This design comes from an exercise in tuning for small area on the open sky130 flow, not from production work. The RTL was checked by simulation tests, not by an equivalence proof against the original design. No driver is modelled on the clock port, so clock power and skew are understated where the tree is cut down; a real chip needs a root buffer or a tree. Power is estimated from default activity; no workload was simulated.

// user_logic
module user_logic
(
  IR_signal,
  Interrupt,
  Bus2IP_Clk,
  Bus2IP_Reset,
  Bus2IP_Data,
  Bus2IP_BE,
  Bus2IP_RdCE,
  Bus2IP_WrCE,
  IP2Bus_Data,
  IP2Bus_RdAck,
  IP2Bus_WrAck,
  IP2Bus_Error
);
Size: roughly 760 cells after synthesis, about 97 flip-flops, ~4900 sq um of cells after synthesis.
export LEC_CHECK = 0
export ABC_AREA = 1
export CAP_MARGIN = 20
export CORE_MARGIN = 2
export CORE_UTILIZATION = 40
export SLEW_MARGIN = 20
create_clock -name core_clock -period 10.0 [get_ports {Bus2IP_Clk}]
run.sh (not shown) runs the stock make flow with config.mk's settings and CLKGATE_MAP_FILE= SYNTH_SCRIPT=/design/flow/synth_recipe.tcl, a recipe that flattens the netlist after the stock synthesis.
The baseline passed the timing, design-rule and antenna checks.
Then changed:
==> flow/flow/run.sh (new file) <==
#!/bin/bash
set -euo pipefail
cd "$(dirname "$0")/.."
bash standard.sh \
  BUFFER_PORTS_ARGS="-buffer_cell sky130_fd_sc_hd__buf_1" \
  CTS_ARGS="-sink_clustering_enable -repair_clock_nets -dont_use_dummy_load -root_buf sky130_fd_sc_hd__clkbuf_8 -buf_list sky130_fd_sc_hd__clkbuf_4" \
  finish > flow_make.log 2>&1
==> flow/standard.sh (new file) <==
#!/bin/bash
# synth_recipe.tcl (not shown) runs the flow's synth.tcl, then flattens the netlist and writes it again
# the make line also repeats each setting of config.mk as NAME=value (left out here)
make -C /OpenROAD-flow-scripts/flow DESIGN_CONFIG=/design/flow/config.mk WORK_HOME=/design/flow/orfs CLKGATE_MAP_FILE= SYNTH_SCRIPT=/design/flow/synth_recipe.tcl "${@:-finish}"
--- a/flow/config.mk
+++ b/flow/config.mk
@@ -6,5 +6,4 @@
 export NUM_CORES = 4
 export LEC_CHECK = 0
-export ABC_AREA = 1
 export CAP_MARGIN = 20
 export CORE_MARGIN = 2
removed: flow/run.sh
=> The new run completed without violations; via count decreases by about 14%; cell count came out lower by 25%; worst setup slack gains 0.61 ns; sequential share of layout area came out higher by 6.0 points; clock skew rose by 0.018 ns; power falls by about 23%; cell area falls by 16%.
Then changed:
==> flow/flow/run.sh (replaced) <==
#!/bin/bash
set -euo pipefail
cd "$(dirname "$0")/.."
bash standard.sh \
  BUFFER_PORTS_ARGS="-buffer_cell sky130_fd_sc_hd__buf_1" \
  CTS_ARGS="-sink_clustering_enable -repair_clock_nets -dont_use_dummy_load -sink_clustering_size 50 -sink_clustering_max_diameter 300 -buf_list sky130_fd_sc_hd__clkbuf_8" \
  finish > flow_make.log 2>&1
--- a/flow/config.mk
+++ b/flow/config.mk
@@ -9,3 +9,4 @@
 export CORE_MARGIN = 2
 export CORE_UTILIZATION = 40
+export GPL_TIMING_DRIVEN = 0
 export SLEW_MARGIN = 20
After rerunning: The new run went through all stages and came out clean. Setup slack gets worse by 0.33 ns. Synthesized cell count does not change. Global-route usage rises by 1.9 points. Final area increases by 2.0%. Clock-buffer cell count does not change. Power went up by 1.1%. Final cell count grows by 4.7%. Die area stays the same. Synthesized area stays the same.
Then changed:
==> flow/flow/run.sh (replaced) <==
#!/bin/bash
set -euo pipefail
cd "$(dirname "$0")/.."
bash standard.sh \
  BUFFER_PORTS_ARGS="-buffer_cell sky130_fd_sc_hd__buf_1" \
  CTS_ARGS="-sink_clustering_enable -repair_clock_nets -dont_use_dummy_load -buf_list sky130_fd_sc_hd__clkbuf_8" \
  finish > flow_make.log 2>&1
--- a/flow/config.mk
+++ b/flow/config.mk
@@ -9,4 +9,3 @@
 export CORE_MARGIN = 2
 export CORE_UTILIZATION = 40
-export GPL_TIMING_DRIVEN = 0
 export SLEW_MARGIN = 20
Wire length went down by 8.1%.
Die area does not change.
Sequential share of layout area came out higher by 0.76 points.
Power fell by 1.0%.
Core utilization goes down by 0.90 points.
Setup slack improves by 0.33 ns.
First-iteration DRC count falls by 11%.
Global-route usage drops by 1.9 points.
Count of clock-buffer cells in the layout is unchanged.
Critical path depth goes down by 1.
Fmax rises by 6.1%.

---

Setup of run 1:
Another version of the RTL of user_logic (not shown whole).
For scale: ~380 cells after synthesis, ~97 flip-flops, roughly 81 I/O pins.
Settings: LEC_CHECK=0, CAP_MARGIN=0, CORE_MARGIN=2, CORE_UTILIZATION=65, SLEW_MARGIN=0; clock period 10.0 ns.
standard.sh (not shown) runs the stock make flow with config.mk's settings and CLKGATE_MAP_FILE= SYNTH_SCRIPT=/design/flow/synth_recipe.tcl, a recipe that flattens the netlist after the stock synthesis.
==> flow/flow/run.sh <==
#!/bin/bash
# The standard layout (standard synthesis unchanged) with three changes:
#  * port buffers are buf_1 instead of the default clkdlybuf4s50_1;
#  * the clock tree is rebuilt after CTS by clock_tree.tcl (POST_CTS hook):
#    CLK_NBUF buffers of type CLK_BUF_CELL, each fed from the clock port;
#  * CTS itself inserts no dummy loads.
# The full make output goes to flow_make.log in the work folder; ORFS's own
# per-step logs are under orfs/logs.
set -euo pipefail
cd "$(dirname "$0")/.."
export CLK_NBUF=3
export CLK_BUF_CELL=sky130_fd_sc_hd__clkbuf_16
bash standard.sh \
  BUFFER_PORTS_ARGS="-buffer_cell sky130_fd_sc_hd__buf_1" \
  CTS_ARGS="-sink_clustering_enable -repair_clock_nets -dont_use_dummy_load -buf_list sky130_fd_sc_hd__clkbuf_8" \
  POST_CTS_TCL="$(pwd)/flow/clock_tree.tcl" \
  finish > flow_make.log 2>&1
==> flow/flow/clock_tree.tcl <==
set nbuf [expr {[info exists ::env(CLK_NBUF)] ? $::env(CLK_NBUF) : 4}]
set balance [expr {[info exists ::env(CLK_BALANCE)] ? $::env(CLK_BALANCE) : 1}]
set bcell [expr {[info exists ::env(CLK_BUF_CELL)] ? $::env(CLK_BUF_CELL) : "sky130_fd_sc_hd__clkbuf_8"}]
set block [ord::get_db_block]
set clkport [$block findBTerm Bus2IP_Clk]
set clknet [$clkport getNet]
# walk the tree from the port: collect buffers and sinks
set sinks {}
set bufs {}
set todo [list $clknet]
while {[llength $todo]} {
  set net [lindex $todo 0]; set todo [lrange $todo 1 end]
  foreach it [$net getITerms] {
    set inst [$it getInst]
    if {![$it isInputSignal] && [$it getIoType] ne "INPUT"} { continue }
    set m [[$inst getMaster] getName]
    if {[string match "*clkbuf*" $m] || [string match "*clkinv*" $m]} {
      lappend bufs $inst
      lappend todo [[$inst findITerm X] getNet]
    } else {
      lappend sinks $it
    }
  }
}
foreach b $bufs {
  set on [[$b findITerm X] getNet]
  foreach it [$b getITerms] { if {[$it getNet] ne "NULL"} { $it disconnect } }
  odb::dbInst_destroy $b
  if {$on ne "NULL" && $on ne $clknet && [llength [$on getITerms]] == 0} { odb::dbNet_destroy $on }
}
foreach it $sinks { if {[$it getNet] ne "NULL"} { $it disconnect } }
# k-means on sink locations
set pts {}
foreach it $sinks {
  set bb [[$it getInst] getBBox]
  lappend pts [list [expr {([$bb xMin]+[$bb xMax])/2.0}] [expr {([$bb yMin]+[$bb yMax])/2.0}]]
}
set n [llength $pts]
set cents {}
set sorted [lsort -real -index 0 $pts]
for {set k 0} {$k < $nbuf} {incr k} { lappend cents [lindex $sorted [expr {int(($k+0.5)*$n/$nbuf)}]] }
for {set iter 0} {$iter < 50} {incr iter} {
  # balanced assignment: each buffer takes at most cap sinks; the sinks with
  # the most to lose from a second choice pick first
  set cap [expr {$balance ? ($n + $nbuf - 1) / $nbuf : $n}]
  set order {}
  set i 0
  foreach p $pts {
    set ds {}
    for {set k 0} {$k < $nbuf} {incr k} {
      set c [lindex $cents $k]
      lappend ds [expr {abs([lindex $p 0]-[lindex $c 0]) + abs([lindex $p 1]-[lindex $c 1])}]
    }
    set sd [lsort -real $ds]
    lappend order [list $i [expr {[lindex $sd 1] - [lindex $sd 0]}] $ds]
    incr i
  }
  set asg [lrepeat $n 0]
  set used [lrepeat $nbuf 0]
  foreach o [lsort -real -decreasing -index 1 $order] {
    set ds [lindex $o 2]
    set best -1; set bd 1e30
    for {set k 0} {$k < $nbuf} {incr k} {
      if {[lindex $used $k] < $cap && [lindex $ds $k] < $bd} { set bd [lindex $ds $k]; set best $k }
    }
    lset asg [lindex $o 0] $best
    lset used $best [expr {[lindex $used $best] + 1}]
  }
  set nc {}
  for {set k 0} {$k < $nbuf} {incr k} {
    set sx 0; set sy 0; set cnt 0
    foreach p $pts a $asg { if {$a == $k} { set sx [expr {$sx+[lindex $p 0]}]; set sy [expr {$sy+[lindex $p 1]}]; incr cnt } }
    if {$cnt} { lappend nc [list [expr {$sx/$cnt}] [expr {$sy/$cnt}]] } else { lappend nc [lindex $cents $k] }
  }
  set cents $nc
}
set master [[ord::get_db] findMaster $bcell]
for {set k 0} {$k < $nbuf} {incr k} {
  set b [odb::dbInst_create $block $master "clkbuf_leaf_$k"]
  set c [lindex $cents $k]
  $b setLocation [expr {int([lindex $c 0])}] [expr {int([lindex $c 1])}]
  $b setPlacementStatus PLACED
  set net [odb::dbNet_create $block "clknet_leaf_$k"]
  $net setSigType CLOCK
  [$b findITerm A] connect $clknet
  [$b findITerm X] connect $net
  set cnt 0
  foreach it $sinks a $asg { if {$a == $k} { $it connect $net; incr cnt } }
  puts "clk4: buffer $k ($bcell) drives $cnt sinks"
}
puts "clk4: removed [llength $bufs] CTS buffers, [llength $sinks] sinks"
detailed_placement
check_placement -verbose
[inputs] run 2 vs run 1
Settings: SLEW_MARGIN changed from 0 to 20; CAP_MARGIN changed from 0 to 20; CORE_UTILIZATION changed from 65 to 80.
--- outcome ---
Across both runs, switching power was higher for run 2 than for run 1. Run 1 fits on a die that is larger than the die of run 2. From run 1 to run 2 the numbers moved as follows: met1 layer usage reported by global route rose by 14 points; post-route core utilization rose by 18 points; global router's overall resource usage rose by 14 points; met3 wire length rose by about 100%.
Input changes introduced in run 3 (baseline for comparison: run 2):
Settings: GPL_TIMING_DRIVEN newly set to 0; CORE_UTILIZATION changed from 80 to 65.
-- flow/flow/run.sh --
<<< run 2, line 16
>>> run 3, line 16
  REMOVE_ABC_BUFFERS=1 \
==> comparison <==
Run 3 vs. run 2: via count dropped about 11%; number of placed instances, taps included climbed 10; length of the first detailed-routing pass in iterations dropped 1; total power dropped 3.1 uW; cell internal power dissipation barely changed. Delta (run 3 minus run 2): die area now larger; met1 track utilization from global routing dropped 11 points. Relative to run 2, maximum fanout encountered on the critical timing path decreased by 6 in run 3. The sequential share of layout area of run 3 falls short of that of run 2 by 0.47 points. In run 3 relative to run 2, final cell count had gone up by a few percent. Total length of routed wires (run 3 vs. run 2) decreases by more than a quarter.
diff inputs: run 3 => run 4
Settings: removing GPL_TIMING_DRIVEN (formerly 0).
-- flow/flow/run.sh --
<<< run 3, line 16
  REMOVE_ABC_BUFFERS=1 \
>>> run 4, line 16
-- flow/flow/clock_tree.tcl --
<<< run 3, line 2
set balance [expr {[info exists ::env(CLK_BALANCE)] ? $::env(CLK_BALANCE) : 1}]
>>> run 4, line 2
<<< run 3, line 45
  set cap [expr {$balance ? ($n + $nbuf - 1) / $nbuf : $n}]
>>> run 4, line 44
  set cap [expr {($n + $nbuf - 1) / $nbuf}]
==> run notes <==
- Against run 3, run 4 reports a post-placement cell area that is lower.
- Compared with run 3, in run 4 number of global-route vias before repair picked up an extra 9, hold path depth grew by 1, internal power contribution barely changed.
- Going from run 3 to run 4, shortest period the worst path allows went up 0.023 ns, share of the core filled with cells in the final layout lower, placeable core area stayed essentially flat.
In every run of this note, the design's own scripts or RTL, not TritonCTS, make the clock network.

## re-timing with driven ports
Ports are ideal in the flow. The routed layouts listed here were re-timed in OpenROAD. Step 1, drivers: a clkbuf_16 drives Bus2IP_Clk and a buf_2 each remaining input, both assumed. Step 2 also shifts input and output timing later by t, the mid clock arrival at the registers, as if the neighbouring blocks saw the same clock. Three values: ideal ports, drivers, drivers and shift; two values: the first two.
| run | t (ns) | slack for setup (ns) | hold WS [ns] | worst slew at a driven data input, ns |
|---|---|---|---|---|
| the first run of note 1 | 0.384 | 3.876 / 3.852 / 3.852 | 0.442 / 0.442 / 0.442 | 0.04 |
| the second run of note 1 | 0.390 | 4.490 / 4.468 / 4.468 | 0.456 / 0.456 / 0.456 | 0.04 |
| the third run of note 1 | 0.394 | 4.156 / 4.132 / 4.132 | 0.447 / 0.447 / 0.447 | 0.03 |
| the fourth run of note 1 | 0.390 | 4.490 / 4.468 / 4.468 | 0.456 / 0.456 / 0.456 | 0.04 |
| run 1 | 0.232 | 2.191 / 2.191 / 2.191 | 0.471 / 0.471 / 0.471 | 0.03 |
| run 2 | 0.230 | 1.861 / 1.861 / 1.861 | 0.480 / 0.480 / 0.480 | 0.06 |
| run 3 | 0.232 | 2.214 / 2.214 / 2.214 | 0.470 / 0.470 / 0.470 | 0.03 |
| run 4 | 0.232 | 2.191 / 2.191 / 2.191 | 0.471 / 0.471 / 0.471 | 0.03 |
After both steps every run listed still meets setup and hold.
